Source: an optimization exercise on an open RTL-to-GDS flow (aim: small area). Production flows keep margins and buffers that such runs may drop.
Only simulation tests tie the RTL to the original design; equivalence was not proved.
Power and IR drop assume default switching activity.

## flow/design.v (module list and top-level ports; edited modules follow where they fit)
// module mac_arith: 1309 lines
// module fa_cell: 4 lines
// module ha_cell: 4 lines
// module bwd_arith: 1203 lines
// module top_level: 389 lines
module top_level (
    clk, rst, seed,
    action, state, next_state, step_o, phase, episode_o, q_cur, q_next
);
  // ...
==> flow/run.sh <==
#!/bin/bash
# synth_recipe.tcl (not shown) runs the flow's synth.tcl, then flattens the netlist and writes it again
# the make line also repeats each setting of config.mk as NAME=value (left out here)
make -C /OpenROAD-flow-scripts/flow DESIGN_CONFIG=/design/flow/config.mk WORK_HOME=/design/flow/orfs CLKGATE_MAP_FILE= SYNTH_SCRIPT=/design/flow/synth_recipe.tcl finish
==> flow/config.mk <==
export PLATFORM = sky130hd
export DESIGN_NAME = top_level
export DESIGN_NICKNAME = top_level
export VERILOG_FILES = /design/flow/design.v
export SDC_FILE = /design/flow/constraint.sdc
export NUM_CORES = 8
export LEC_CHECK = 0
export CAP_MARGIN = 20
export CORE_MARGIN = 2
export CORE_UTILIZATION = 30
export CTS_BUF_LIST = sky130_fd_sc_hd__clkbuf_4
export PLACE_DENSITY = 0.45
export SLEW_MARGIN = 20
export SYNTH_HIERARCHICAL = 1
export SYNTH_MINIMUM_KEEP_SIZE = 0
==> flow/constraint.sdc <==
create_clock -name core_clock -period 20.0 [get_ports {clk}]
set_input_delay 4.0000 -clock core_clock [delete_from_list [all_inputs] [get_ports {clk}]]
set_output_delay 4.0000 -clock core_clock [all_outputs]
set_load 0.01 [all_outputs]
==> results.cfg, run 1 <==
[logic_synthesis]
netlist_instances = 9971
netlist_area_um2 = 91200
yosys.area.top_type = dfxtp_1
synthSimpleGateAreaFrac = 0.193
synthArstFlopShare = 0
synth.top_cell.area_share = 0.269
synth_commonest_cells = nand2_1, dfxtp_1, fa_1
synthMuxAreaShare = 0.0192
synth_compound_area_frac = 0.105
synth-xor-area-share = 0.0341

[min_path]
min_from = w3r[28]
min_to = w3r[17]

[drt]
wirelength_mm = 302
wl_met3_mm = 15.0
met1Wirelength_mm = 144
num_vias = 70900

[layout]
seq_share = 0.243
buffers_excl_clock = 309
multi_input_gates = 7702
multi_input_area_um2 = 62700
largest_class = multi-input combinational cells

[place]
placed_cell_area_um2 = 96700
gp_congestion = 0.874
dp_cells = 13700

[worst_setup_path]
crit_path_frequent_cell = a21oi_1
reg2reg_slack_ps = 1780
end_kind = flip-flop
path_class = reg2reg

[cts]
h-tree-depth = 5
cts_tree = done
ctsResizeCount = 0

[pwr]
seq_power_share = 0.230
seq-power_w = 0.00267
power.share.clock = 0.193

[floorplanning]
die-area_um2 = 308000
start_util = 0.301

[global_routing]
grt_max_degree = 165
met3_usage = 0.0291
antenna_found_initial = 16
use_met1 = 0.278
use_met2 = 0.308

[sta]
rsz0062_at_grt = no
period_needed_ps = 18220
relSlewSlack = 0.203

[run_status]
status = timing/DRC/antenna clean
==> run 2: changes to the inputs <==
--- a/flow/config.mk
+++ b/flow/config.mk
@@ -11,2 +11,3 @@
 export CTS_BUF_LIST = sky130_fd_sc_hd__clkbuf_4
+export CTS_CLUSTER_SIZE = 30
 export PLACE_DENSITY = 0.45
==> run 2 against run 1 <==
Worst hold slack unchanged. Flip-flop and latch count stayed put. Register-to-register slack barely moved. Die area unchanged.
==> results.cfg, run 2 <==
[logic_synthesis]
synth_seq_cells = 1224
synth-edff-count = 0
synth_commonest_cells = nand2_1, dfxtp_1, fa_1
synthArstFlopShare = 0
ys_seq_area_frac = 0.269
netlist_instances = 9971
synth_area_leaders = dfxtp_1, fa_1, nand2_1
yosys.area.top_type = dfxtp_1
yosysMostFrequentCell = nand2_1
synth.top_cell.area_share = 0.269
synth.avg_cell_area_um2 = 9.15
ys.warnings.count = 7
netlist_area_um2 = 91200
ys_types = 112
syn-num-nets = 11700
dominantRegCellSynth = dfxtp_1

[global_routing]
grt_max_degree = 165
antenna_found_initial = 16
grt.total_usage = 0.195
overflow = 0
grt_first_pass_wirelength_mm = 466
grt_pass1_vias = 74500

[drt]
wirelength_mm = 302
firstDrtPassIters = 6
drt_iter0_markers = 4798
ant_nets = 0
via_per_inst = 4.97
drc_errors = 0
wl_per_cell_um = 21.2
num_vias = 70900

[worst_setup_path]
path_class = reg2reg
slowest_delay_ps = 720
worst-path-stages = 73
critPathRequiredTime_ps = 21190
critPathBufInv = 6
crit_path_frequent_cell = a21oi_1
critPathArrivalTime_ps = 19420
cp_slowest_cell = xnor2_1
reg2reg_depth = 73
rr_endpoint = dl0[2]
critPathLaunchType = flip-flop
r2r_start = st_old[3]
crit_fanout = 21
path_delay_family = compound AO/OA/AOI/OAI gates
end_kind = flip-flop
reg2reg_slack_ps = 1780

[cts]
post-cts-setup-buffers = 0
ctsResizeCount = 0
cts.sinks = 1224
cts_buffers = 342
cts_tree = done
insertion_delay_ps = 1350
cts_hold_buf = 0
h-tree-depth = 5
clk_pin_slew_ps = 60
clockRootBuffer = clkbuf_4
clock_path_buffers = 4

[pwr]
power.density_nw_per_um2 = 115
power_w = 0.0116
p_leak_nw = 34.6
peakVddDrop_mv = 0.603

[sta]
skew_ps = 132
period_share = 0.911
relSlewSlack = 0.203
tightest_slew_ps = 1190
slew_viol_final = 0
fmax_mhz = 54.9
timing.final.hold_violations = 0
fin_ws_ps = 1780
rsz0062_at_grt = no
finalSetupTns_ps = 0
setup_viol_count_final = 0
period_needed_ps = 18220

[layout]
final_cell_mix = nand2_1, dfxtp_1, fa_1
postLayoutCoreUtil = 0.333
nets = 11800
largest_reg_flops = 495
final_cells = 14300
final_common_cell = nand2_1
largestRegisters = w2r x495, w3r x220
drive_gt1_frac = 0.0783
top_register = w2r
fill_cells = 31400
syn_to_final_growth_pct = 10.6

[floorplanning]
die_w_um = 555
die_y_um = 555
io-pin-count = 172
rows = 202
core_um2 = 303000
die-area_um2 = 308000
start_util = 0.301

[job]
cap_violations = 0

[min_path]
min_from = w3r[28]
min_to = w3r[17]
holdPathStages = 1
hold_path_class = reg2reg

[place]
port_buffers = 171
place_ws_ps = 2060
dp_hpwl_mm = 222
gp_congestion = 0.874
dp_cells = 13700

[run_status]
status = timing/DRC/antenna clean
==> run 2: cell counts after synthesis <==
Identical to the previous run, type by type.
==> run 2: layout make-up <==
type,instances,area [um^2],area share
Multi-Input combinational cell,7702,62700,0.622
Tap cell,3978,4980,0.0493
Sequential cell,1224,24500,0.243
Inverter,457,1730,0.0171
Antenna cell,16,40.0,0.000397
Clock inverter,118,623,0.00618
Timing Repair Buffer,309,2800,0.0278
Clock buffer,461,3460,0.0343
==> run 2: metrics by stage <==
| step | hold slack (ps) | instance area (um^2) |
|---|---|---|
| after floorplan | 352 | 91200 |
| after global placement | 352 | 96700 |
| after detailed placement | 355 | 96700 |
| after CTS | 282 | 101000 |
| after global routing | 312 | 101000 |
| final | 302 | 101000 |
==> run 2: how the worst max path moves through the flow <==
stage / start / end
finish: st_old[3] / dl0[2]
global route: st_old[0] / dl1[2]
CTS: st_old[3] / dl0[2]
detailed placement: st_old[3] / dl0[2]
global placement: st_old[3] / dl0[2]
floorplan: st_old[2] / dl0[2]
==> run 2: report_power, final <==
group          switching, W  leakage, nW  internal [W]
Combinational       0.00401         22.3       0.00269
Sequential         0.000105         9.94       0.00256
Clock               0.00113         2.41       0.00111
==> run 2: layer usage <==
metal,share of wire,up-vias,track usage
met3,0.050,383,0.0291
met5,0.00014,-,0
met2,0.45,1871,0.308
met4,0.018,6,0.0440
met1,0.48,35700,0.278
li1,-,33000,-
==> run 2: Yosys stat by module (local to each module, per instance) <==
module,flip-flops and latches,times used,cell area [um^2]
mac_arith,0,1,10100
top_level,1224,1,50000
fa_cell,0,1118,20.0
bwd_arith,0,1,8540
ha_cell,0,16,12.5
==> run 2: cell families after synthesis <==
| family | count (synthesis) | share of synthesized area |
|---|---|---|
| AOI/OAI and AO/OA | 1454 | 0.105 |
| xor gates and xnor gates | 354 | 0.0341 |
| adders and majority gates | 1754 | 0.335 |
| buffers and inverters | 1045 | 0.0452 |
| DFF | 1224 | 0.269 |
| muxes | 168 | 0.0192 |
| and+or+nand+nor | 3972 | 0.193 |
==> run 3: changes to the inputs <==
--- a/flow/config.mk
+++ b/flow/config.mk
@@ -10,4 +10,2 @@
 export CORE_UTILIZATION = 30
-export CTS_BUF_LIST = sky130_fd_sc_hd__clkbuf_4
-export CTS_CLUSTER_SIZE = 30
 export PLACE_DENSITY = 0.45
==> run 3 against run 2 <==
Design area is 1.0% higher. Critical endpoint is now dl0[4]. Sequential power hardly changed. Critical path type unchanged. First-iteration DRC count is 3.4% lower. Clock skew is 55 ps lower. Worst hold slack worse by 3.0 ps. Clock-buffer cell count is 262 lower.
==> results.cfg, run 3 <==
[cts]
cts.sinks = 1224
cts_hold_buf = 0
cts_tree = done
ctsResizeCount = 0
cts_buffers = 153
clk_pin_slew_ps = 60
clock_path_buffers = 4
h-tree-depth = 4
clockRootBuffer = clkbuf_16
insertion_delay_ps = 850
post-cts-setup-buffers = 0

[min_path]
hold_path_class = reg2reg
min_from = w2r[459]
holdPathStages = 1

[drt]
drc_errors = 0
ant_nets = 0
wirelength_mm = 301
drt_iter0_markers = 4633
wl_per_cell_um = 21.6
firstDrtPassIters = 8
via_per_inst = 5.01
num_vias = 69800

[sta]
fin_ws_ps = 1760
setup_viol_count_final = 0
skew_ps = 76.6
tightest_slew_ps = 1180
timing.final.hold_violations = 0
relSlewSlack = 0.209
period_needed_ps = 18240
period_share = 0.912
finalSetupTns_ps = 0
rsz0062_at_grt = no
fmax_mhz = 54.8
slew_viol_final = 0

[worst_setup_path]
end_kind = flip-flop
crit_fanout = 21
r2r_start = st_old[3]
critPathLaunchType = flip-flop
crit_path_frequent_cell = a21oi_1
critPathArrivalTime_ps = 18880
critPathRequiredTime_ps = 20640
cp-startpoint = st_old[3]
reg2reg_depth = 73
cp_slowest_cell = xnor2_1
path_class = reg2reg
slowest_delay_ps = 750

[global_routing]
use_met2 = 0.308
overflow = 0
met3_usage = 0.0218
grt_pass1_vias = 72900
grt_first_pass_wirelength_mm = 463
use_met1 = 0.281
antenna_found_initial = 12
grt_max_degree = 165
grt.total_usage = 0.194
busiest_layer = met2

[logic_synthesis]
synthArstFlopShare = 0
synth.avg_cell_area_um2 = 9.15
synth_area_leaders = dfxtp_1, fa_1, nand2_1
yosysMostFrequentCell = nand2_1
netlist_area_um2 = 91200
synth_commonest_cells = nand2_1, dfxtp_1, fa_1
syn-num-nets = 11700
synth_seq_cells = 1224
synth-edff-count = 0
dominantRegCellSynth = dfxtp_1
ys_seq_area_frac = 0.269
synth.top_cell.area_share = 0.269
ys.warnings.count = 7
ys_types = 112
netlist_instances = 9971
yosys.area.top_type = dfxtp_1

[run_status]
status = timing/DRC/antenna clean

[layout]
final_cell_mix = nand2_1, dfxtp_1, fa_1
design_area_um2 = 102000
nets = 11600
top_register = w2r
largest_reg_flops = 495
postLayoutCoreUtil = 0.337
final_common_cell = nand2_1
syn_to_final_growth_pct = 11.7
largestRegisters = w2r x495, w3r x220
seq_area_um2 = 24500
drive_gt1_frac = 0.0546
fill_cells = 31100
multi_input_area_um2 = 62700

[pwr]
p_leak_nw = 34.7
peakVddDrop_mv = 0.579
power.density_nw_per_um2 = 120
power_w = 0.0123

[floorplanning]
rows = 202
die_w_um = 555
start_util = 0.301
die-area_um2 = 308000
io-pin-count = 172
core_um2 = 303000
die_y_um = 555

[place]
placed_cell_area_um2 = 96700
port_buffers = 171
dp_hpwl_mm = 222
gp_congestion = 0.874
place_ws_ps = 2060

[job]
cap_violations = 0
[run 3: final timing paths]
path	to	slack, ps
max reg2reg	dl0[4]	1760
max	dl0[4]	1760
min	w2r[448]	300
min reg2reg	w2r[448]	300
[run 3: cell type report]
cell class,instances,share of cell area
Tap cell,3978,0.0488
Inverter,457,0.0169
Antenna cell,9,0.000221
Multi-Input combinational cell,7702,0.616
Timing Repair Buffer,309,0.0275
Clock inverter,65,0.00836
Clock buffer,199,0.0417
Sequential cell,1224,0.241
[run 3: worst max-delay path: cells and delay by family, from the launching register on]
family                     cells  cell delay (ps)
AOI/OAI and AO/OA             32             6090
xor gates and xnor gates       3             1370
adders and majority gates      8             2690
buffers and inverters          5              780
DFF                            1              550
muxes                          6             2230
and+or+nand+nor               19             4320
[run 3: through the flow]
stage	hold WS, ps	instances
after floorplan	352	9971
after global placement	352	13700
after detailed placement	355	13700
after CTS	298	13900
after global routing	314	13900
final	299	13900
[run 3: where the power goes]
group | internal [W] | leakage [nW] | switching [W]
Clock | 0.00172 | 2.51 | 0.00114
Combinational | 0.00270 | 22.3 | 0.00402
Sequential | 0.00256 | 9.94 | 0.000105
[run 3: cells by family after synthesis]
logic type	Yosys count	synth area share
buffers and inverters	1045	0.0452
xor gates and xnor gates	354	0.0341
adders and majority gates	1754	0.335
DFF	1224	0.269
AOI/OAI and AO/OA	1454	0.105
muxes	168	0.0192
and+or+nand+nor	3972	0.193
[run 3: per-layer routing]
metal / wire (um) / vias up
li1: - / 32400
met2: 137000 / 1760
met5: 8 / -
met4: 5660 / 2
met3: 13500 / 335
met1: 145000 / 35300
[run 3: Yosys stat by module (local to each module, per instance)]
module     times used  cell area (um^2)  flip-flops and latches
mac_arith           1             10100                       0
fa_cell          1118              20.0                       0
top_level           1             50000                    1224
ha_cell            16              12.5                       0
bwd_arith           1              8540                       0
==> run 4: changes to the inputs <==
--- a/flow/config.mk
+++ b/flow/config.mk
@@ -10,2 +10,3 @@
 export CORE_UTILIZATION = 30
+export CTS_BUF_LIST = sky130_fd_sc_hd__clkbuf_8
 export PLACE_DENSITY = 0.45
==> run 4 against run 3 <==
Synthesized cell count stayed put. Sequential share of layout area grew 0.053 points. First-iteration DRC count is 0.69% higher. Synthesized area unchanged. Flip-flop and latch count did not move. Non-clock buffer count unchanged. Total power shrank 1.8%. Design area is 0.22% lower. Critical path depth up 1. Final cell count grew 0.94%. Register-to-register slack improved by 20 ps.
==> results.cfg, run 4 <==
[cts]
post-cts-setup-buffers = 0
clock_path_buffers = 4
ctsResizeCount = 0
cts_tree = done
cts.sinks = 1224
cts_hold_buf = 0
clk_pin_slew_ps = 70
clockRootBuffer = clkbuf_8
insertion_delay_ps = 1040
cts_buffers = 221
h-tree-depth = 4

[layout]
final_cells = 14100
final_common_cell = nand2_1
largest_reg_flops = 495
final_cell_mix = nand2_1, dfxtp_1, fa_1
drive_gt1_frac = 0.0643
nets = 11700
design_area_um2 = 102000
largestRegisters = w2r x495, w3r x220
top_register = w2r
syn_to_final_growth_pct = 11.5

[logic_synthesis]
synth.avg_cell_area_um2 = 9.15
netlist_area_um2 = 91200
netlist_instances = 9971
syn-num-nets = 11700
synth-edff-count = 0
synth_top_family_by_area = adder cells
yosysMostFrequentCell = nand2_1
ys_seq_area_frac = 0.269
synth-xor-area-share = 0.0341
synthMuxAreaShare = 0.0192
ys_types = 112
synth.top_cell.area_share = 0.269
synth_seq_cells = 1224
synth_compound_area_frac = 0.105
synth_area_leaders = dfxtp_1, fa_1, nand2_1
yosys.area.top_type = dfxtp_1
synth_commonest_cells = nand2_1, dfxtp_1, fa_1
synth_fa_ha_area_frac = 0.335
synthSimpleGateAreaFrac = 0.193
synthArstFlopShare = 0
dominantRegCellSynth = dfxtp_1
ys.warnings.count = 7

[place]
gp_congestion = 0.874
placed_cell_area_um2 = 96700
port_buffers = 171
dp_cells = 13700
dp_hpwl_mm = 222

[floorplanning]
rows = 202
start_util = 0.301
io-pin-count = 172
die_w_um = 555
die-area_um2 = 308000
core_um2 = 303000
die_y_um = 555

[drt]
drc_errors = 0
wl_met3_mm = 13.7
wl_per_cell_um = 21.4
ant_nets = 0
met1Wirelength_mm = 145
top_layer = met5
wirelength_mm = 302
drt_iter0_markers = 4665
via_per_inst = 4.99
num_vias = 70200
firstDrtPassIters = 6
met2_length_mm = 137

[sta]
relSlewSlack = 0.164
period_needed_ps = 18230
period_share = 0.911
fmax_mhz = 54.9
finalSetupTns_ps = 0
setup_viol_count_final = 0
timing.final.hold_violations = 0
slew_viol_final = 0
rsz0062_at_grt = no
tightest_slew_ps = 1250
skew_ps = 110

[worst_setup_path]
end_kind = flip-flop
critPathLaunchType = flip-flop
critPathArrivalTime_ps = 19090
cp-startpoint = st_old[3]
crit_path_frequent_cell = a21oi_1
cp_slowest_cell = xnor2_1
r2r_start = st_old[3]
path_class = reg2reg
critPathRequiredTime_ps = 20870
slowest_delay_ps = 720
crit_fanout = 21

[job]
cap_violations = 0

[pwr]
p_leak_nw = 34.9
peakVddDrop_mv = 0.604
power.density_nw_per_um2 = 118

[min_path]
min_from = w2r[395]
hold_path_class = reg2reg

[global_routing]
grt_pass1_vias = 73600
grt_max_degree = 165
grt.total_usage = 0.194
grt_first_pass_wirelength_mm = 464
overflow = 0
antenna_found_initial = 11

[run_status]
status = timing/DRC/antenna clean
[run 4: cell count changes in the layout (fill, tap and decap cells not counted), moves of 5 or more]
cell	change
diode_2	-5
inv_12	+5
clkbuf_1	-23
clkbuf_16	-155
clkbuf_8	+250
clkinv_2	+11
inv_6	-7
inv_1	+54
[run 4: cell type report]
cell class | count | area, um^2
Sequential cell | 1224 | 24500
Clock buffer | 271 | 3730
Clock inverter | 129 | 1160
Multi-Input combinational cell | 7702 | 62700
Tap cell | 3978 | 4980
Fill cell | 31200 | 201000
Antenna cell | 4 | 10.0
Inverter | 457 | 1730
Timing Repair Buffer | 309 | 2800
[run 4: stage by stage]
stage	util	worst slack [ps]	hold slack, ps	total power, W
2_1_floorplan	-	4920	352	0.00772
3_3_place_gp	0.320	1950	352	0.00940
3_5_place_dp	0.320	2060	355	0.00939
4_1_cts	0.336	1930	266	0.0121
5_1_grt	0.336	413	285	0.0130
6_report	0.336	1770	267	0.0120
[run 4: logic make-up after synthesis]
logic type      Yosys count
fa+ha+maj              1754
xor+xnor                354
buf+inv                1045
simple gates           3972
mux                     168
compound gates         1454
flops                  1224
[run 4: power by group]
| part | leakage [nW] | total (W) | switching (W) | internal [W] |
|---|---|---|---|---|
| Combinational | 22.3 | 0.00672 | 0.00403 | 0.00269 |
| Clock | 2.71 | 0.00264 | 0.00116 | 0.00148 |
| Sequential | 9.94 | 0.00267 | 0.000105 | 0.00256 |
| Total | 34.9 | 0.0120 | 0.00529 | 0.00674 |
[run 4: worst paths after layout]
check	cells past startpoint	endpoint	slack (ps)
max	74	dl0[2]	1770
min	1	w2r[439]	270
max reg2reg	74	dl0[2]	1770
min reg2reg	1	w2r[439]	270
[run 4: critical path: cells and delay by family (launching register included)]
family | cells | cell delay [ps]
compound gates | 31 | 5870
simple gates | 20 | 4990
fa+ha+maj | 8 | 2670
mux | 4 | 1540
xor+xnor | 4 | 1470
buf+inv | 7 | 950
flops | 1 | 550
[run 4: modules after synthesis, one instance, submodules excluded]
module,cells inside,times used
bwd_arith,1490,1
top_level,5591,1
fa_cell,1,1118
mac_arith,1756,1
ha_cell,1,16
[run 4: routing by layer]
layer  global-route usage  vias to the layer above
li1                     -                    32500
met1                0.280                    35500
met2                0.309                     1760
met5                    0                        -
met3               0.0240                      361
met4               0.0423                        4

[what the ideal ports hide]
The results above use ideal ports. As a check the final layouts listed here were re-extracted and re-timed, cells and wires unchanged.
Step 1, drivers: a clkbuf_16 drives clk and a buf_2 each remaining input, both assumed.
Step 2 adds t to the input delays and takes it off the output delays; t is the mean of the earliest and latest rising clock arrival at the registers after step 1. Input paths then give back, and output paths get back, about the clock's delay inside the block.
Three values: ideal, step 1, step 2; two values: the first two.
run | shift t [ns] | setup WS [ns] | worst data-port slew with drivers (ns)
run 1 | 1.369 | 1.776 / 1.776 / 1.776 | 0.07
run 2 | 1.369 | 1.776 / 1.776 / 1.776 | 0.07
run 3 | 0.903 | 1.757 / 1.757 / 1.757 | 0.07
run 4 | 1.075 | 1.775 / 1.775 / 1.775 | 0.07
After both steps every run listed still meets setup and hold.
